From an optimization exercise on the open Yosys and OpenROAD flow, aimed at small area, a short achievable clock period and few clock cycles per item; shortcuts taken in it are not production practice. Where RTL was checked, it was by simulation tests only, not by an equivalence proof against the original.

==> flow/design.v <==
module w_machine (
    input wire clk,
    input wire start,
    input wire [5:0] cnt,
    input wire [511:0] block,
    input wire [31:0] h3,
    input wire [31:0] h4,
    output wire [63:0] w2);
reg [511:0] win;     
reg [7:1] sel_blk;
reg sel_h, sel_exp;
wire [31:0] w0  = win[511:480];
wire [31:0] w1  = win[479:448];
wire [31:0] w2_ = win[447:416];
wire [31:0] w3  = win[415:384];
wire [31:0] w8  = win[255:224];
wire [31:0] w9  = win[223:192];
wire [31:0] w13 = win[95:64];
wire [31:0] w14 = win[63:32];
wire [31:0] xa = w13 ^ w8 ^ w2_ ^ w0;
wire [31:0] xb = w14 ^ w9 ^ w3 ^ w1;
wire [63:0] expanded = {xa[30:0], xa[31], xb[30:0], xb[31]};
reg [63:0] picked;
integer p;
always @(*) begin
    picked = ({64{sel_h}} & {h4, h3}) | ({64{sel_exp}} & expanded);
    for (p = 1; p < 8; p = p + 1)
        picked = picked | ({64{sel_blk[p]}} & block[511 - 64*p -: 64]);
end
wire [63:0] w_in = start ? block[511:448] : picked;
assign w2 = win[63:0];
wire [5:0] n = start ? 6'd0 : cnt + 6'd1;
always @(posedge clk) begin
    win <= {win[447:0], w_in};
    for (p = 1; p < 8; p = p + 1)
        sel_blk[p] <= (n + 6'd1 == p);
    sel_h <= (n == 6'd39);
    sel_exp <= (n >= 6'd7) && (n != 6'd39);
end
endmodule
module sha1_gp (
    input wire g1, p1, g0, p0,
    output wire g, p);
assign g = g1 | (p1 & g0);
assign p = p1 & p0;
endmodule
module sha1_g (
    input wire g1, p1, g0,
    output wire g);
assign g = g1 | (p1 & g0);
endmodule
module sha1_add2 (
    input wire [31:0] x,
    input wire [31:0] y,
    output wire [31:0] s);
wire [31:0] g [0:5];
wire [31:0] p [0:5];
assign g[0] = x & y;
assign p[0] = x ^ y;
genvar l, i;
generate
    for (l = 0; l < 5; l = l + 1) begin : lvl
        for (i = 0; i < 32; i = i + 1) begin : bt
            if (((i >> l) & 1) == 1) begin : node
                localparam integer J = ((i >> l) << l) - 1;
                if ((i >> (l + 1)) == 0) begin : gonly
                    sha1_g n (.g1(g[l][i]), .p1(p[l][i]), .g0(g[l][J]), .g(g[l+1][i]));
                    assign p[l+1][i] = 1'b0;
                end else begin : gp
                    sha1_gp n (.g1(g[l][i]), .p1(p[l][i]), .g0(g[l][J]), .p0(p[l][J]),
                               .g(g[l+1][i]), .p(p[l+1][i]));
                end
            end else begin : pass
                assign g[l+1][i] = g[l][i];
                assign p[l+1][i] = p[l][i];
            end
        end
    end
endgenerate
assign s = p[0] ^ {g[5][30:0], 1'b0};
endmodule
module sha1_add2s (
    input wire [31:0] x,
    input wire [31:0] y,
    output wire [31:0] s);
wire [31:0] ug [0:5];
wire [31:0] up [0:5];
assign ug[0] = x & y;
assign up[0] = x ^ y;
genvar l, i;
generate
    for (l = 0; l < 5; l = l + 1) begin : upl
        for (i = 0; i < 32; i = i + 1) begin : bt
            if ((i % (2 << l)) == (2 << l) - 1) begin : node
                if (i == (2 << l) - 1) begin : gonly
                    sha1_g n (.g1(ug[l][i]), .p1(up[l][i]), .g0(ug[l][i - (1 << l)]),
                              .g(ug[l+1][i]));
                    assign up[l+1][i] = 1'b0;
                end else begin : gp
                    sha1_gp n (.g1(ug[l][i]), .p1(up[l][i]), .g0(ug[l][i - (1 << l)]),
                               .p0(up[l][i - (1 << l)]), .g(ug[l+1][i]), .p(up[l+1][i]));
                end
            end else begin : pass
                assign ug[l+1][i] = ug[l][i];
                assign up[l+1][i] = up[l][i];
            end
        end
    end
endgenerate
wire [31:0] cg [0:4];
assign cg[4] = ug[5];
generate
    for (l = 3; l >= 0; l = l - 1) begin : dnl
        for (i = 0; i < 32; i = i + 1) begin : bt
            if (i >= (2 << l) && (i % (2 << l)) == (1 << l) - 1) begin : node
                sha1_g n (.g1(cg[l+1][i]), .p1(up[l+1][i]), .g0(cg[l+1][i - (1 << l)]),
                          .g(cg[l][i]));
            end else begin : pass
                assign cg[l][i] = cg[l+1][i];
            end
        end
    end
endgenerate
assign s = up[0] ^ {cg[0][30:0], 1'b0};
endmodule
module sha1_add3 (
    input wire [31:0] x,
    input wire [31:0] y,
    input wire [31:0] z,
    output wire [31:0] s);
wire [31:0] cs_s = x ^ y ^ z;
wire [31:0] cs_c = (x & y) | (x & z) | (y & z);
sha1_add2 add (.x(cs_s), .y({cs_c[30:0], 1'b0}), .s(s));
endmodule
module sha1_add4 (
    input wire [31:0] x,
    input wire [31:0] y,
    input wire [31:0] z,
    input wire [31:0] w,
    output wire [31:0] s);
wire [31:0] cs_s = x ^ y ^ z;
wire [31:0] cs_c = (x & y) | (x & z) | (y & z);
sha1_add3 add (.x(cs_s), .y({cs_c[30:0], 1'b0}), .z(w), .s(s));
endmodule
module sha1_add3s (
    input wire [31:0] x,
    input wire [31:0] y,
    input wire [31:0] z,
    output wire [31:0] s);
wire [31:0] cs_s = x ^ y ^ z;
wire [31:0] cs_c = (x & y) | (x & z) | (y & z);
sha1_add2s add (.x(cs_s), .y({cs_c[30:0], 1'b0}), .s(s));
endmodule
module sha1_f (
    input wire ch,
    input wire maj,
    input wire [31:0] p,
    input wire [31:0] q,
    input wire [31:0] r,
    output wire [31:0] f);
assign f = ch  ? ((p & q) | (~p & r)) :
           maj ? ((p & q) | (p & r) | (q & r)) :
                 (p ^ q ^ r);
endmodule
module sha1_round (
    input wire [31:0] a,
    input wire [31:0] b,
    input wire [31:0] c,
    input wire [31:0] fr,
    input wire [31:0] x,
    input wire [31:0] y,
    input wire f_ch,
    input wire f_maj,
    output wire [31:0] t1,
    output wire [31:0] t2);
wire [31:0] f2, z;
sha1_add3 add_t1 (.x({a[26:0], a[31:27]}), .y(fr), .z(x), .s(t1));
sha1_f f_2 (.ch(f_ch), .maj(f_maj), .p(a), .q({b[1:0], b[31:2]}), .r(c), .f(f2));
sha1_add2 add_z (.x(f2), .y(y), .s(z));
sha1_add2 add_t2 (.x({t1[26:0], t1[31:27]}), .y(z), .s(t2));
endmodule
module sha1_block (
    input wire clk,
    input wire start,
    input wire [159:0] context_in,
    input wire [511:0] block,
    output wire done,
    output wire [159:0] context_out);
wire [31:0] h0 = context_in[159:128];
wire [31:0] h1 = context_in[127:96];
wire [31:0] h2 = context_in[95:64];
wire [31:0] h3 = context_in[63:32];
wire [31:0] h4 = context_in[31:0];
reg [5:0] cnt;
reg [31:0] a, b, c;
reg [31:0] fr;          
reg [31:0] x, y;        
reg f_ch, f_maj;        
reg [1:0] kidx;         
reg prep;               
reg pre_last;           
reg last;               
assign done = (cnt == 6'd41);
assign context_out = {a, b, c, y, x};
wire [63:0] w2;
w_machine w_machine (
    .clk(clk), .start(start), .cnt(cnt), .block(block), .h3(h3), .h4(h4),
    .w2(w2));
wire [31:0] k = (kidx == 2'd0) ? 32'h5A827999 :
                (kidx == 2'd1) ? 32'h6ED9EBA1 :
                (kidx == 2'd2) ? 32'h8F1BBCDC : 32'hCA62C1D6;
wire [31:0] kg = last ? 32'd0 : k;
wire f_ch_next = (cnt <= 6'd9);
wire f_maj_next = (cnt >= 6'd20) && (cnt <= 6'd29);
wire [31:0] t1, t2;
sha1_round sha1_round (
    .a(a), .b(b), .c(c), .fr(fr), .x(x), .y(y),
    .f_ch(f_ch), .f_maj(f_maj),
    .t1(t1), .t2(t2));
wire [31:0] b30 = {b[1:0], b[31:2]};
wire [31:0] a30 = {a[1:0], a[31:2]};
wire [31:0] fr_next;
sha1_f f_1 (.ch(f_ch_next), .maj(f_maj_next), .p(prep ? h1 : t1), .q(a30), .r(b30),
            .f(fr_next));
wire [31:0] x_next, y_next, b_next, c_next;
sha1_add3s add_x (.x(c), .y(kg), .z(w2[63:32]), .s(x_next));
sha1_add4 add_y (.x(b30), .y(kg), .z(w2[31:0]), .w(pre_last ? h0 : 32'd0),
                 .s(y_next));
sha1_add2 add_b (.x(t1), .y(last ? h1 : 32'd0), .s(b_next));
sha1_add2s add_c (.x(a30), .y(last ? h2 : 32'd0), .s(c_next));
always @(posedge clk) begin
    x <= x_next;
    y <= y_next;
    fr <= fr_next;
    f_ch <= f_ch_next;
    f_maj <= f_maj_next;
    prep <= start;
    pre_last <= !start && (cnt == 6'd38);
    last <= !start && (cnt == 6'd39);
    kidx <= start ? 2'd0 :
            (cnt <= 6'd8)  ? 2'd0 :
            (cnt <= 6'd18) ? 2'd1 :
            (cnt <= 6'd28) ? 2'd2 : 2'd3;
    if (start) begin
        cnt <= 6'd0;
        a <= {h2[29:0], h2[31:30]};
        b <= {h3[29:0], h3[31:30]};
        c <= h4;
    end else begin
        cnt <= cnt + 6'd1;
        a <= prep ? h0 : t2;
        b <= prep ? h1 : b_next;
        c <= c_next;
    end
end
endmodule
Settings: LEC_CHECK=0, CAP_MARGIN=20, CORE_MARGIN=2, CORE_UTILIZATION=40, CTS_CLUSTER_DIAMETER=100, CTS_CLUSTER_SIZE=20, PLACE_DENSITY=0.6, SETUP_SLACK_MARGIN=5, SLEW_MARGIN=20, SYNTH_HIERARCHICAL=1; clock period 10.0 ns.
standard.sh (not shown) runs the stock make flow with config.mk's settings and CLKGATE_MAP_FILE= SYNTH_SCRIPT=/design/flow/synth_recipe.tcl, a recipe that flattens the netlist after the stock synthesis.
==> flow/flow/run.sh <==
#!/bin/bash
# Layout flow: the standard layout (standard.sh), unchanged except that
# the port buffers that global placement inserts are the smallest buffer
# cell, sky130_fd_sc_hd__buf_1, instead of the default pick.  Every input and
# output port still gets its own buffer; resizing may upsize them later.
set -euo pipefail
export BUFFER_PORTS_ARGS="-buffer_cell sky130_fd_sc_hd__buf_1"
bash standard.sh finish > standard_flow.log 2>&1
The starting point finished clean.
==> next run, changes <==
--- a/flow/design.v
+++ b/flow/design.v
@@ -225,11 +225,11 @@
 wire [31:0] x_next, y_next, b_next, c_next;
 sha1_add3s add_x (.x(c), .y(kg), .z(w2[63:32]), .s(x_next));
 sha1_add4 add_y (.x(b30), .y(kg), .z(w2[31:0]), .w(pre_last ? h0 : 32'd0),
                  .s(y_next));
 sha1_add2 add_b (.x(t1), .y(last ? h1 : 32'd0), .s(b_next));
-sha1_add2s add_c (.x(a30), .y(last ? h2 : 32'd0), .s(c_next));
+sha1_add2 add_c (.x(a30), .y(last ? h2 : 32'd0), .s(c_next));
 always @(posedge clk) begin
     x <= x_next;
     y <= y_next;
     fr <= fr_next;
     f_ch <= f_ch_next;
=> Via count came out higher by a few percent; non-clock buffer count climbs by 4; hold slack improves by 0.0037 ns; final area rose slightly; area after synthesis climbs slightly; global-route usage increases by 0.30 points; setup slack gains 0.045 ns; clock skew climbs by 0.016 ns; final cell count came out higher slightly; count of clock-buffer cells in the layout shrinks by 1.
Testbench counts after the change, summed over its fixed seeds: cycles 16,128, items 384.
Only the layout flow was run in the first run of this note; the RTL was not checked for function there.

[static timing again, ports no longer ideal]
Ports are ideal in the flow. The routed layouts listed here were re-timed in OpenROAD. Step 1: set_driving_cell puts a clkbuf_16 on clk and a buf_2 on each other input, an assumption about the parent block. Step 2 times the ports against the registers' clock, not the clock port: input delays grow and output delays shrink by t, the midpoint of the rising clock arrivals with the driver on. Three values: no drivers, after step 1, after step 2; two values: the first two.
run | shift t [ns] | slack for setup (ns) | latest minus earliest clock arrival (ns) | slew at the worst register clock pin (ns)
the first run | 0.693 | 5.061 / 5.061 / 4.710 | 0.032 / 0.032 | 0.10 / 0.10
the second run | 0.690 | 5.106 / 5.106 / 5.022 | 0.048 / 0.048 | 0.10 / 0.10
After both steps setup and hold are still met in every run listed. For the first run, which loses most, drivers alone change the setup slack by 0.000 ns; drivers and shift together by -0.351 ns.
